This design comes from an exercise in tuning for small area and a short achievable clock period on the open sky130 flow, not from production work.
The RTL was checked by simulation tests, not by an equivalence proof against the original design.
The flow treats the clock pin as an ideal source. Dropping or thinning the clock tree relies on that and would not hold on a real chip.
Power and IR drop assume default switching activity.

job 101:
==> flow/design.v <==
`timescale 1ns/10ps
module IOTDF( clk, rst, in_en, iot_in, fn_sel, busy, valid, iot_out);
input        clk;
input        rst;
input        in_en;
input  [7:0] iot_in;
input  [2:0] fn_sel;
output     busy;
output reg valid;
output reg [127:0] iot_out;
parameter GRAY2BIN = 3'b001;
parameter FIR      = 3'b010;
assign busy = 1'b0;
reg [9:0] counter;
reg       e2;
reg [7:0] r1, r2;
reg       par;
reg [11:0] part;
reg [127:0] fir_q;
wire       wrap = (counter[9:6] == 4'b1111);          
wire [3:0] lo   = counter[3:0];                       
wire       e1   = (lo == 4'd0) && (counter[9:4] != 6'd0);
always @(posedge clk or posedge rst) begin
    if (rst) begin
        counter <= 10'd0;
        e2      <= 1'b0;
        valid   <= 1'b0;
    end else if (in_en) begin
        counter <= wrap ? 10'd0 : counter + 10'd1;
        e2      <= e1;
        valid   <= ((fn_sel == GRAY2BIN) && e1) || ((fn_sel == FIR) && e2);
    end
end
function [7:0] g2b;
    input [7:0] g;
    input       p;
    integer i;
    begin
        g2b[7] = p ^ g[7];
        for (i = 6; i >= 0; i = i - 1)
            g2b[i] = g2b[i+1] ^ g[i];
    end
endfunction
wire [7:0]  pc       = (lo == 4'd1) ? 8'd0 : r2;
wire [11:0] part_nxt = (lo == 4'd0) ? 12'd8 :
                       ({1'b0, r1, 3'b000} + {4'b0, r1} + {3'b0, pc, 1'b0} + 12'd8);
wire [11:0] fsum     = {2'b0, r1, 2'b00} + {4'b0, r1} + part;
wire [7:0]  fir_nxt  = fsum[11:4];
always @(posedge clk) begin
    if (in_en) begin
        r1    <= iot_in;
        r2    <= r1;
        par   <= ((lo == 4'd1) ? 1'b0 : par) ^ (^r1);
        part  <= part_nxt;
        fir_q <= {fir_q[119:0], fir_nxt};
    end
end
wire [7:0] conv_r1 = g2b(r1, par);
wire [7:0] conv_r2 = g2b(r2, 1'b0);
genvar k;
generate
    for (k = 0; k < 16; k = k + 1) begin : lane
        wire       w  = (k == 0)  ? (lo == 4'd2) :
                        (k == 15) ? e1 :
                                    (lo == k + 1);
        wire [7:0] cv = (k == 0) ? conv_r2 : conv_r1;
        always @(posedge clk) begin
            if (in_en && (e2 || w))
                iot_out[127-8*k -: 8] <= e2 ? fir_q[127-8*k -: 8] : cv;
        end
    end
endgenerate
endmodule
clock: 10.0 ns
lec_check: 0
cap_margin: 20
core_margin: 2
core_utilization: 40
cts_buf_list: sky130_fd_sc_hd__clkbuf_4 sky130_fd_sc_hd__clkbuf_8
cts_cluster_diameter: 80
cts_cluster_size: 20
place_density: 0.6
slew_margin: 20
standard.sh (not shown) runs the stock make flow with config.mk's settings and CLKGATE_MAP_FILE= SYNTH_SCRIPT=/design/flow/synth_recipe.tcl, a recipe that flattens the netlist after the stock synthesis.
==> flow/flow/run.sh <==
#!/bin/bash
set -euo pipefail
MARGIN=$(cat flow/margin.txt)
bash standard.sh SETUP_SLACK_MARGIN=$MARGIN \
  "BUFFER_PORTS_ARGS=-buffer_cell sky130_fd_sc_hd__buf_2" finish > standard.log 2>&1
==> flow/flow/margin.txt <==
7.0
Per the final summary, job 101 finished and its layout is clean on timing, DRC and antenna.
Input changes introduced in job 102 (baseline for comparison: job 101):
==> flow/flow/margin.txt <==
6.8
--- a/flow/config.mk
+++ b/flow/config.mk
@@ -10,5 +10,2 @@
 export CORE_UTILIZATION = 40
-export CTS_BUF_LIST = sky130_fd_sc_hd__clkbuf_4 sky130_fd_sc_hd__clkbuf_8
-export CTS_CLUSTER_DIAMETER = 80
-export CTS_CLUSTER_SIZE = 20
 export PLACE_DENSITY = 0.6
--- outcome ---
| static leakage | job 102 vs job 101 | worse |. Job 101 has a higher largest net degree at the start of global routing than job 102. Diff job 101..job 102 | remaining number of nets flagged by the antenna check after routing | unchanged. The post-route fraction of the period consumed by the critical path of job 102 falls short of that of job 101 by 0.19 points. Job 102 falls short of job 101 in total power. Maximum buffer depth of the clock tree: job 102 vs job 101 — no meaningful difference. | HPWL after detailed placement | lower: job 102 |.
Modified inputs, job 103 compared to job 102
==> flow/run.sh (new file) <==
#!/bin/bash
# synth_recipe.tcl (not shown) runs the flow's synth.tcl, then flattens the netlist and writes it again
# the make line also repeats each setting of config.mk as NAME=value (left out here)
make -C /OpenROAD-flow-scripts/flow DESIGN_CONFIG=/design/flow/config.mk WORK_HOME=/design/flow/orfs CLKGATE_MAP_FILE= SYNTH_SCRIPT=/design/flow/synth_recipe.tcl finish
removed: flow/flow/run.sh
removed: flow/flow/margin.txt
removed: flow/standard.sh
[summary]
As far as synthesized flop and latch total goes, job 103 and job 102 are indistinguishable; the numbers are identical.
Job 103 reports a higher post-route clock period utilization than job 102 does.
Job 102 has lower proportion of cell area spent on the clock network than job 103.
Diff job 103 and job 102: power after layout higher in job 103
Job 103 vs job 102 — design area rose 2.3%.
Total leakage power in job 103 vs job 102: down 2.6%
In the flow results for job 103 and job 102, the first-iteration DRC count is larger on job 103.
Changes in job 104 relative to job 103:
==> flow/flow/run.sh (new file) <==
#!/bin/bash
set -euo pipefail
MARGIN=$(cat flow/margin.txt)
bash standard.sh SETUP_SLACK_MARGIN=$MARGIN \
  "BUFFER_PORTS_ARGS=-buffer_cell sky130_fd_sc_hd__buf_2" finish > standard.log 2>&1
==> flow/flow/margin.txt (new file) <==
6.8
==> flow/standard.sh (new file) <==
#!/bin/bash
# synth_recipe.tcl (not shown) runs the flow's synth.tcl, then flattens the netlist and writes it again
# the make line also repeats each setting of config.mk as NAME=value (left out here)
make -C /OpenROAD-flow-scripts/flow DESIGN_CONFIG=/design/flow/config.mk WORK_HOME=/design/flow/orfs CLKGATE_MAP_FILE= SYNTH_SCRIPT=/design/flow/synth_recipe.tcl "${@:-finish}"
--- a/flow/config.mk
+++ b/flow/config.mk
@@ -10,2 +10,3 @@
 export CORE_UTILIZATION = 40
+export CTS_BUF_LIST = sky130_fd_sc_hd__clkbuf_4 sky130_fd_sc_hd__clkbuf_8
 export PLACE_DENSITY = 0.6
removed: flow/run.sh
Notes after the runs:
Job 103 and job 104 all finish clean.
The standard cell with the maximum stage delay on the critical path comes out sky130_fd_sc_hd__edfxtp_1 in one run and sky130_fd_sc_hd__dfrtp_1 in the other, namely in job 104 and job 103 respectively.
Job 104 ends up with a worst path buffer plus inverter count that is 3 lower than in job 103.
Diff job 103 -> job 104: part of the power in combinational logic increased by 1.7 points relative to the old numbers; met3 usage in global routing roughly the same; reg-to-reg setup timing slack increased 0.65 ns; fraction of area in registers rose 1.6 points; level count of the clock H-tree now larger.
### job 104 -> job 105
==> flow/flow/margin.txt <==
7.0
[summary]
Diff job 104 -> job 105: worst slew margin relative to its limit went up; clock network area share went up; total power went up.

---

## build 14
IOTDF, a different RTL version from the one above (not shown whole).
Size in the first run: ~140 I/O pins, ~0.012 mm^2 of cells after synthesis.
==> flow/design.v (excerpt) <==
module IOTDF( clk, rst, in_en, iot_in, fn_sel, busy, valid, iot_out);
export LEC_CHECK = 0
export CAP_MARGIN = 20
export CORE_MARGIN = 2
export CORE_UTILIZATION = 58
export CTS_BUF_LIST = sky130_fd_sc_hd__clkbuf_8 sky130_fd_sc_hd__clkbuf_16
export CTS_CLUSTER_DIAMETER = 100
export CTS_CLUSTER_SIZE = 30
export PLACE_DENSITY = 0.68
export SLEW_MARGIN = 20
create_clock -name core_clock -period 10.0 [get_ports {clk}]
==> flow/flow/run.sh <==
#!/bin/bash
set -euo pipefail
MARGIN=$(cat flow/margin.txt)
CTS="-sink_clustering_enable -repair_clock_nets -sink_clustering_size 30"
CTS="$CTS -sink_clustering_max_diameter 100 -dont_use_dummy_load"
CTS="$CTS -buf_list {sky130_fd_sc_hd__clkbuf_8 sky130_fd_sc_hd__clkbuf_16}"
bash standard.sh SETUP_SLACK_MARGIN=$MARGIN \
  "BUFFER_PORTS_ARGS=-buffer_cell sky130_fd_sc_hd__buf_1" \
  "CTS_ARGS=$CTS" \
  POST_CTS_TCL=$PWD/flow/post_cts.tcl finish > standard.log 2>&1
==> flow/flow/margin.txt <==
7.0
==> flow/flow/post_cts.tcl <==
set block [ord::get_db_block]
set root [$block findInst clkbuf_0_clk]
if {$root ne "NULL"} {
  set in_net  [[$root findITerm A] getNet]
  set out_net [[$root findITerm X] getNet]
  set loads {}
  foreach it [$out_net getITerms] {
    if {[$it getInst] ne $root} { lappend loads $it }
  }
  set nload [expr {[llength $loads] + [llength [$in_net getITerms]] - 1}]
  if {$nload <= 4} {
    foreach it $loads {
      $it disconnect
      $it connect $in_net
    }
    odb::dbInst_destroy $root
    odb::dbNet_destroy $out_net
    puts "post_cts: removed clkbuf_0_clk, clock port now drives $nload cell pins"
  } else {
    puts "post_cts: kept clkbuf_0_clk, port would drive $nload cell pins"
  }
}
Build 14 went all the way through the flow, and no timing, DRC or antenna check failed.
Changes in build 62 relative to build 14:
diff --git a/flow/config.mk b/flow/config.mk
--- a/flow/config.mk
+++ b/flow/config.mk
@@ -10 +10 @@
-export CORE_UTILIZATION = 58
+export CORE_UTILIZATION = 65
@@ -14 +14 @@
-export PLACE_DENSITY = 0.68
+export PLACE_DENSITY = 0.75
Notes after the runs:
Build 62: standard cell core area 0.0022 mm^2 below build 14
Build 62 ran to completion and came out clean on the timing, DRC and antenna checks.
Looking at internal reg-to-reg setup slack across build 14 and build 62, the one that comes out lower is build 14.
On final critical-path required period: build 62 sits below build 14.
Cell with the largest stage delay on the worst path = fa_1: build 14; cell with the largest stage delay on the worst path = edfxtp_1: build 62
The power number comes out lower for build 14 vs build 62.
Taking build 14 as the reference, in build 62 met1 wire length went down; switching share of total power went up; share of the clock period used by the worst path after layout went down; share of the final layout cell area in sequential cells went up; cell count along the critical path went up.
Build 14 -> build 62: number of instances in the synthesized netlist delta 0, exact match
Input changes introduced in build 45 (baseline for comparison: build 62):
diff --git a/flow/config.mk b/flow/config.mk
--- a/flow/config.mk
+++ b/flow/config.mk
@@ -10 +10 @@
-export CORE_UTILIZATION = 65
+export CORE_UTILIZATION = 70
@@ -14 +14 @@
-export PLACE_DENSITY = 0.75
+export PLACE_DENSITY = 0.8
Findings:
Build 45: all stages complete, timing, DRC and antenna checks passed
[compare] base=build 62 new=build 45: leakage power increased by about 0.7% relative to the old numbers; hold slack fell 0.022 ns; synthesized cell count saw little to no change.
### build 45 -> build 73
==> flow/flow/run.sh <==
#!/bin/bash
set -euo pipefail
MARGIN=$(cat flow/margin.txt)
bash standard.sh SETUP_SLACK_MARGIN=$MARGIN \
  "BUFFER_PORTS_ARGS=-buffer_cell sky130_fd_sc_hd__buf_1" \
  POST_CTS_TCL=$PWD/flow/post_cts.tcl finish > standard.log 2>&1
diff --git a/flow/config.mk b/flow/config.mk
--- a/flow/config.mk
+++ b/flow/config.mk
@@ -10 +10 @@
-export CORE_UTILIZATION = 70
+export CORE_UTILIZATION = 65
@@ -14 +14 @@
-export PLACE_DENSITY = 0.8
+export PLACE_DENSITY = 0.75
[summary]
Compared with build 45, final wirelength in build 73 decreased by a few percent. Of build 73 and build 45, build 73 shows the higher cell count, with build 45 below it. From build 45 to build 73 the numbers moved as follows: worst hold margin picked up an extra 0.018 ns; routed length per placed instance fell 1.3 um; global-route usage went down 2.5 points.

-- static timing again, ports no longer ideal --
The flow's constraints put no driver on any port. The routed layouts listed below were extracted and timed again, unchanged, in two steps. Step 1: set_driving_cell puts a clkbuf_16 on clk and a buf_2 on each other input, an assumption about the parent block. Step 2 adds t to the input delays and takes it off the output delays; t is the mean of the earliest and latest rising clock arrival at the registers after step 1. Input paths then give back, and output paths get back, about the clock's delay inside the block. Slacks: ideal ports / drivers / drivers and shift; pairs: ideal ports / drivers.
run | t (ns) | slack for setup (ns) | hold WS [ns] | clock arrival spread, ns
job 101 | 0.569 | 6.813 / 6.768 / 6.503 | 0.460 / 0.460 / 0.460 | 0.029 / 0.029
job 102 | 0.596 | 6.832 / 6.779 / 6.342 | 0.444 / 0.444 / 0.444 | 0.013 / 0.014
job 103 | 0.589 | 6.189 / 6.189 / 5.671 | 0.432 / 0.432 / 0.432 | 0.022 / 0.021
job 104 | 0.595 | 6.831 / 6.781 / 6.327 | 0.446 / 0.446 / 0.446 | 0.025 / 0.025
job 105 | 0.591 | 6.847 / 6.802 / 6.473 | 0.428 / 0.428 / 0.428 | 0.027 / 0.028
build 14 | 0.403 | 6.996 / 6.996 / 6.697 | 0.448 / 0.448 / 0.448 | 0.037 / 0.037
build 62 | 0.401 | 7.016 / 7.009 / 6.676 | 0.452 / 0.452 / 0.452 | 0.017 / 0.017
build 45 | 0.397 | 6.995 / 6.995 / 6.668 | 0.430 / 0.430 / 0.430 | 0.043 / 0.042
build 73 | 0.401 | 7.028 / 7.009 / 6.673 | 0.448 / 0.448 / 0.448 | 0.014 / 0.014
After both steps every run listed still meets setup and hold. For job 103, which loses most, drivers alone change the setup slack by 0.000 ns; drivers and shift together by -0.518 ns.
